Background: an optimization exercise with open tools, aiming at a short achievable clock period. Do not read the settings as production practice.
Function was checked by simulation only, so behaviour that the tests miss may differ from the original.

== garnet ==
Design processador, start of the top module:
module processador (clk, Reset, Chaves, switch, display1, display2, display3, display4, display5, display6, display7, display8, saida_Display,
saidaPC, Instrucao, EscreveMem, Dados_escrita_mem, Dados_leitura_mem, Resultado_ULA);
For scale: about 79000 cells after synthesis.
export LEC_CHECK = 0
export ABC_CLOCK_PERIOD_IN_PS = 1000
export CAP_MARGIN = 40
export CELL_PAD_IN_SITES_DETAIL_PLACEMENT = 1
export CORE_MARGIN = 2
export CORE_UTILIZATION = 25
export PLACE_DENSITY = 0.34
export SLEW_MARGIN = 20
export SYNTH_HIERARCHICAL = 1
export SYNTH_MINIMUM_KEEP_SIZE = 0
create_clock -name core_clock -period 230.0 [get_ports {clk}]
standard.sh (not shown) runs the stock make flow with config.mk's settings and CLKGATE_MAP_FILE= SYNTH_SCRIPT=/design/flow/synth_recipe.tcl, a recipe that flattens the netlist after the stock synthesis.
==> flow/flow/run.sh <==
#!/bin/bash
set -euo pipefail
bash standard.sh synth > synth.log 2>&1
bash standard.sh SETUP_SLACK_MARGIN=130 finish > layout.log 2>&1
Although garnet finished all stages, its layout failed final checks on antenna rules, slew limit.
What pepper does differently from garnet at the input level:
Settings: a change of CORE_UTILIZATION from 25 to 35; a deleted CELL_PAD_IN_SITES_DETAIL_PLACEMENT that had been 1; a change of PLACE_DENSITY from 0.34 to 0.45.
==> flow/flow/run.sh <==
#!/bin/bash
set -euo pipefail
bash standard.sh synth > synth.log 2>&1
bash standard.sh SETUP_SLACK_MARGIN=130 POST_GLOBAL_ROUTE_TCL="$PWD/flow/post_grt.tcl" "BUFFER_PORTS_ARGS=-buffer_cell sky130_fd_sc_hd__buf_4" finish > layout.log 2>&1
==> flow/flow/post_grt.tcl (new file) <==
# After global routing's timing repair (which may upsize loads behind a weak
# driver): give adder cells that drive many loads their strongest size (the
# parasitic estimate has missed the wire of some such nets), repair max slew
# and capacitance again, re-route the nets that changed, and rewrite the
# route guides for detailed routing.
puts "post_grt: repair after timing repair"
set block [ord::get_db_block]
set n 0
foreach inst [$block getInsts] {
  set mname [[$inst getMaster] getName]
  if {![regexp {^sky130_fd_sc_hd__(ha|fa)_(1|2)$} $mname -> kind drv]} { continue }
  set big 0
  foreach it [$inst getITerms] {
    if {[$it isOutputSignal]} {
      set net [$it getNet]
      if {$net ne "NULL" && [llength [$net getITerms]] > 13} { set big 1 }
    }
  }
  if {$big} {
    replace_cell [$inst getName] sky130_fd_sc_hd__${kind}_4
    incr n
  }
}
puts "post_grt: upsized $n adder cells driving more than 12 loads"
estimate_parasitics -global_routing
report_check_types -max_slew -max_capacitance -violators
repair_design -verbose -cap_margin $::env(CAP_MARGIN) -slew_margin $::env(SLEW_MARGIN)
global_route -start_incremental
detailed_placement
global_route -end_incremental
estimate_parasitics -global_routing
report_check_types -max_slew -max_capacitance -violators
report_worst_slack -max
write_guides $::env(RESULTS_DIR)/route.guide
## What came out
- Seen in the log of pepper: EST-0104 during global routing, after which the run never completed.
- Total number of placement rows was lower in the run labelled pepper.
- For post-CTS repair timing setup buffer count, dividing the value from pepper by the value from garnet gives 0.66.
- In the tables for garnet and pepper, post-cts repair resize count reads higher with garnet.
Here is what was changed in the inputs of raven compared with pepper.
==> flow/flow/run.sh <==
#!/bin/bash
set -euo pipefail
bash standard.sh synth > synth.log 2>&1
bash standard.sh SETUP_SLACK_MARGIN=130 POST_GLOBAL_ROUTE_TCL="$PWD/flow/post_grt.tcl" finish > layout.log 2>&1
==> flow/flow/post_grt.tcl <==
# After global routing's timing repair (which may upsize loads behind a weak
# driver), repair max slew and capacitance again, re-route the nets that
# changed, and rewrite the route guides for detailed routing.
puts "post_grt: repair_design after timing repair"
estimate_parasitics -global_routing
report_check_types -max_slew -max_capacitance -violators
repair_design -verbose -cap_margin $::env(CAP_MARGIN) -slew_margin $::env(SLEW_MARGIN)
global_route -start_incremental
detailed_placement
global_route -end_incremental
estimate_parasitics -global_routing
report_check_types -max_slew -max_capacitance -violators
report_worst_slack -max
write_guides $::env(RESULTS_DIR)/route.guide
==> comparison <==
- The runs compared here, raven and pepper, all ended either early or with open violations.
- raven: all stages done; final checks FAILED (slew limit).
- The flow ended early for pepper: it failed with a tool error in global routing.
- Synthesized area came out exactly the same in raven and pepper.
- Going from pepper to raven, the post-cts resize count was found to have gone up by 14%.
- Compared raven vs pepper, and number of post-CTS setup repair buffers is up in raven.
- There was hardly any difference in post-detailed-placement half-perimeter wirelength between pepper and raven.
- Between raven and pepper, the difference in post-placement cell count is negligible.
- The number of CTS-inserted buffers in raven was lower than what pepper gave.
- Relative to pepper, global placement routability congestion increased by about 3% in raven.
- raven and pepper ended up with roughly the same instance area after placement.

---

Starting RTL as in the previous note.
## processador
module processador (clk, Reset, Chaves, switch, display1, display2, display3, display4, display5, display6, display7, display8, saida_Display,
saidaPC, Instrucao, EscreveMem, Dados_escrita_mem, Dados_leitura_mem, Resultado_ULA);
clock: 230.0 ns
lec_check: 0
abc_clock_period_in_ps: 1000
cap_margin: 40
core_margin: 2
core_utilization: 35
place_density: 0.45
slew_margin: 20
synth_hierarchical: 1
synth_minimum_keep_size: 0
==> flow/flow/run.sh <==
#!/bin/bash
set -euo pipefail
bash standard.sh synth > synth.log 2>&1
bash standard.sh SETUP_SLACK_MARGIN=130 \
  POST_RESIZE_TCL="$PWD/flow/upsize.tcl" \
  POST_GLOBAL_ROUTE_TCL="$PWD/flow/post_grt.tcl" \
  "BUFFER_PORTS_ARGS=-buffer_cell sky130_fd_sc_hd__buf_4" \
  finish > layout.log 2>&1
==> flow/flow/post_grt.tcl <==
# After global routing's timing repair (which may upsize loads behind a weak
# driver), repair max slew and capacitance again, re-route the nets that
# changed, and rewrite the route guides for detailed routing.
puts "post_grt: repair_design after timing repair"
estimate_parasitics -global_routing
report_check_types -max_slew -max_capacitance -violators
repair_design -verbose -cap_margin $::env(CAP_MARGIN) -slew_margin $::env(SLEW_MARGIN)
global_route -start_incremental
detailed_placement
global_route -end_incremental
estimate_parasitics -global_routing
report_check_types -max_slew -max_capacitance -violators
report_worst_slack -max
write_guides $::env(RESULTS_DIR)/route.guide
==> flow/flow/upsize.tcl <==
# After placement's repair_design: give full and half adder cells that drive
# many loads their strongest size.  The resizer leaves the nets these cells
# drive alone, and after routing a few of them exceed the max slew.
set block [ord::get_db_block]
set n 0
foreach inst [$block getInsts] {
  set mname [[$inst getMaster] getName]
  if {![regexp {^sky130_fd_sc_hd__(ha|fa)_(1|2)$} $mname -> kind drv]} { continue }
  set big 0
  foreach it [$inst getITerms] {
    if {[$it isOutputSignal]} {
      set net [$it getNet]
      if {$net ne "NULL" && [llength [$net getITerms]] > 16} { set big 1 }
    }
  }
  if {$big} {
    replace_cell [$inst getName] sky130_fd_sc_hd__${kind}_4
    incr n
  }
}
puts "upsize: $n adder cells driving more than 15 loads set to size 4"
Edit:
==> flow/flow/run.sh (replaced) <==
#!/bin/bash
set -euo pipefail
bash standard.sh synth > synth.log 2>&1
bash standard.sh SETUP_SLACK_MARGIN=130 POST_GLOBAL_ROUTE_TCL="$PWD/flow/post_grt.tcl" "BUFFER_PORTS_ARGS=-buffer_cell sky130_fd_sc_hd__buf_4" finish > layout.log 2>&1
--- a/flow/flow/post_grt.tcl
+++ b/flow/flow/post_grt.tcl
@@ -1,6 +1,26 @@
 # After global routing's timing repair (which may upsize loads behind a weak
-# driver), repair max slew and capacitance again, re-route the nets that
-# changed, and rewrite the route guides for detailed routing.
-puts "post_grt: repair_design after timing repair"
+# driver): give adder cells that drive many loads their strongest size (the
+# parasitic estimate has missed the wire of some such nets), repair max slew
+# and capacitance again, re-route the nets that changed, and rewrite the
+# route guides for detailed routing.
+puts "post_grt: repair after timing repair"
+set block [ord::get_db_block]
+set n 0
+foreach inst [$block getInsts] {
+  set mname [[$inst getMaster] getName]
+  if {![regexp {^sky130_fd_sc_hd__(ha|fa)_(1|2)$} $mname -> kind drv]} { continue }
+  set big 0
+  foreach it [$inst getITerms] {
+    if {[$it isOutputSignal]} {
+      set net [$it getNet]
+      if {$net ne "NULL" && [llength [$net getITerms]] > 13} { set big 1 }
+    }
+  }
+  if {$big} {
+    replace_cell [$inst getName] sky130_fd_sc_hd__${kind}_4
+    incr n
+  }
+}
+puts "post_grt: upsized $n adder cells driving more than 12 loads"
 estimate_parasitics -global_routing
 report_check_types -max_slew -max_capacitance -violators
--- a/flow/config.mk
+++ b/flow/config.mk
@@ -9,6 +9,6 @@
 export CAP_MARGIN = 40
 export CORE_MARGIN = 2
-export CORE_UTILIZATION = 35
-export PLACE_DENSITY = 0.45
+export CORE_UTILIZATION = 30
+export PLACE_DENSITY = 0.38
 export SLEW_MARGIN = 20
 export SYNTH_HIERARCHICAL = 1
removed: flow/flow/upsize.tcl
After rerunning:
- Now the flow aborted during 5_1_grt (EST-0104)
- synthesized area stays the same
- synthesized cell count is unchanged
Edit:
==> flow/flow/run.sh (replaced) <==
#!/bin/bash
set -euo pipefail
bash standard.sh synth > synth.log 2>&1
bash standard.sh SETUP_SLACK_MARGIN=130 POST_GLOBAL_ROUTE_TCL="$PWD/flow/post_grt.tcl" finish > layout.log 2>&1
==> flow/flow/post_grt.tcl (replaced) <==
# After global routing's timing repair (which may upsize loads behind a weak
# driver), repair max slew and capacitance again, re-route the nets that
# changed, and rewrite the route guides for detailed routing.
puts "post_grt: repair_design after timing repair"
estimate_parasitics -global_routing
report_check_types -max_slew -max_capacitance -violators
repair_design -verbose -cap_margin $::env(CAP_MARGIN) -slew_margin $::env(SLEW_MARGIN)
global_route -start_incremental
detailed_placement
global_route -end_incremental
estimate_parasitics -global_routing
report_check_types -max_slew -max_capacitance -violators
report_worst_slack -max
write_guides $::env(RESULTS_DIR)/route.guide
After rerunning: The changed run finished with max-slew violations left. Synthesized area does not change. Synthesized cell count does not change.
Edit:
==> flow/flow/run.sh (replaced) <==
#!/bin/bash
set -euo pipefail
bash standard.sh synth > synth.log 2>&1
bash standard.sh SETUP_SLACK_MARGIN=130 finish > layout.log 2>&1
removed: flow/flow/post_grt.tcl
Effect: The new run produced a layout that fails on max-slew violations. Register-to-register slack gets worse by 240 ps. Critical path depth falls by 1. Fmax barely changes. Routed wire length hardly moves. Utilization is about the same. Design area is about the same. Setup slack gets worse by 3.0 ps. Final cell count stays flat. Via count hardly moves.

-- port drivers added, routing unchanged --
How much do the figures lean on ideal ports? The routed layouts below were timed once more, with nothing changed but the port constraints.
Step 1 (the two cells are an assumption about what drives the block):
set clk [get_ports {clk}]
set_driving_cell -lib_cell sky130_fd_sc_hd__clkbuf_16 $clk
set_driving_cell -lib_cell sky130_fd_sc_hd__buf_2 [delete_from_list [all_inputs] $clk]
Step 2, shift: input delay + t, output delay - t, t = (earliest + latest rising clock arrival at the registers) / 2. This alone moves slack from input paths to output paths.
Slacks: no drivers / after step 1 / after step 2; pairs: no drivers / after step 1.
| run | t, ns | setup slack, ns | slew at the worst register clock pin (ns) | worst slew at a driven data input, ns | pins driven straight from the clock port |
|---|---|---|---|---|---|
| garnet | 1.529 | 123.277 / 122.796 / 122.796 | 0.08 / 0.08 | 0.66 | 1 |
| raven | 1.425 | 123.767 / 123.727 / 123.727 | 0.07 / 0.07 | 0.18 | 1 |
| the first run of note 2 | 1.440 | 123.869 / 123.700 / 123.700 | 0.08 / 0.08 | 0.27 | 1 |
| the third run of note 2 | 1.486 | 123.639 / 123.073 / 123.073 | 0.09 / 0.09 | 0.78 | 1 |
| the fourth run of note 2 | 1.489 | 123.636 / 123.074 / 123.074 | 0.09 / 0.09 | 0.73 | 1 |
For the third run of note 2, which loses most, drivers alone change the setup slack by -0.566 ns; drivers and shift together by -0.566 ns.
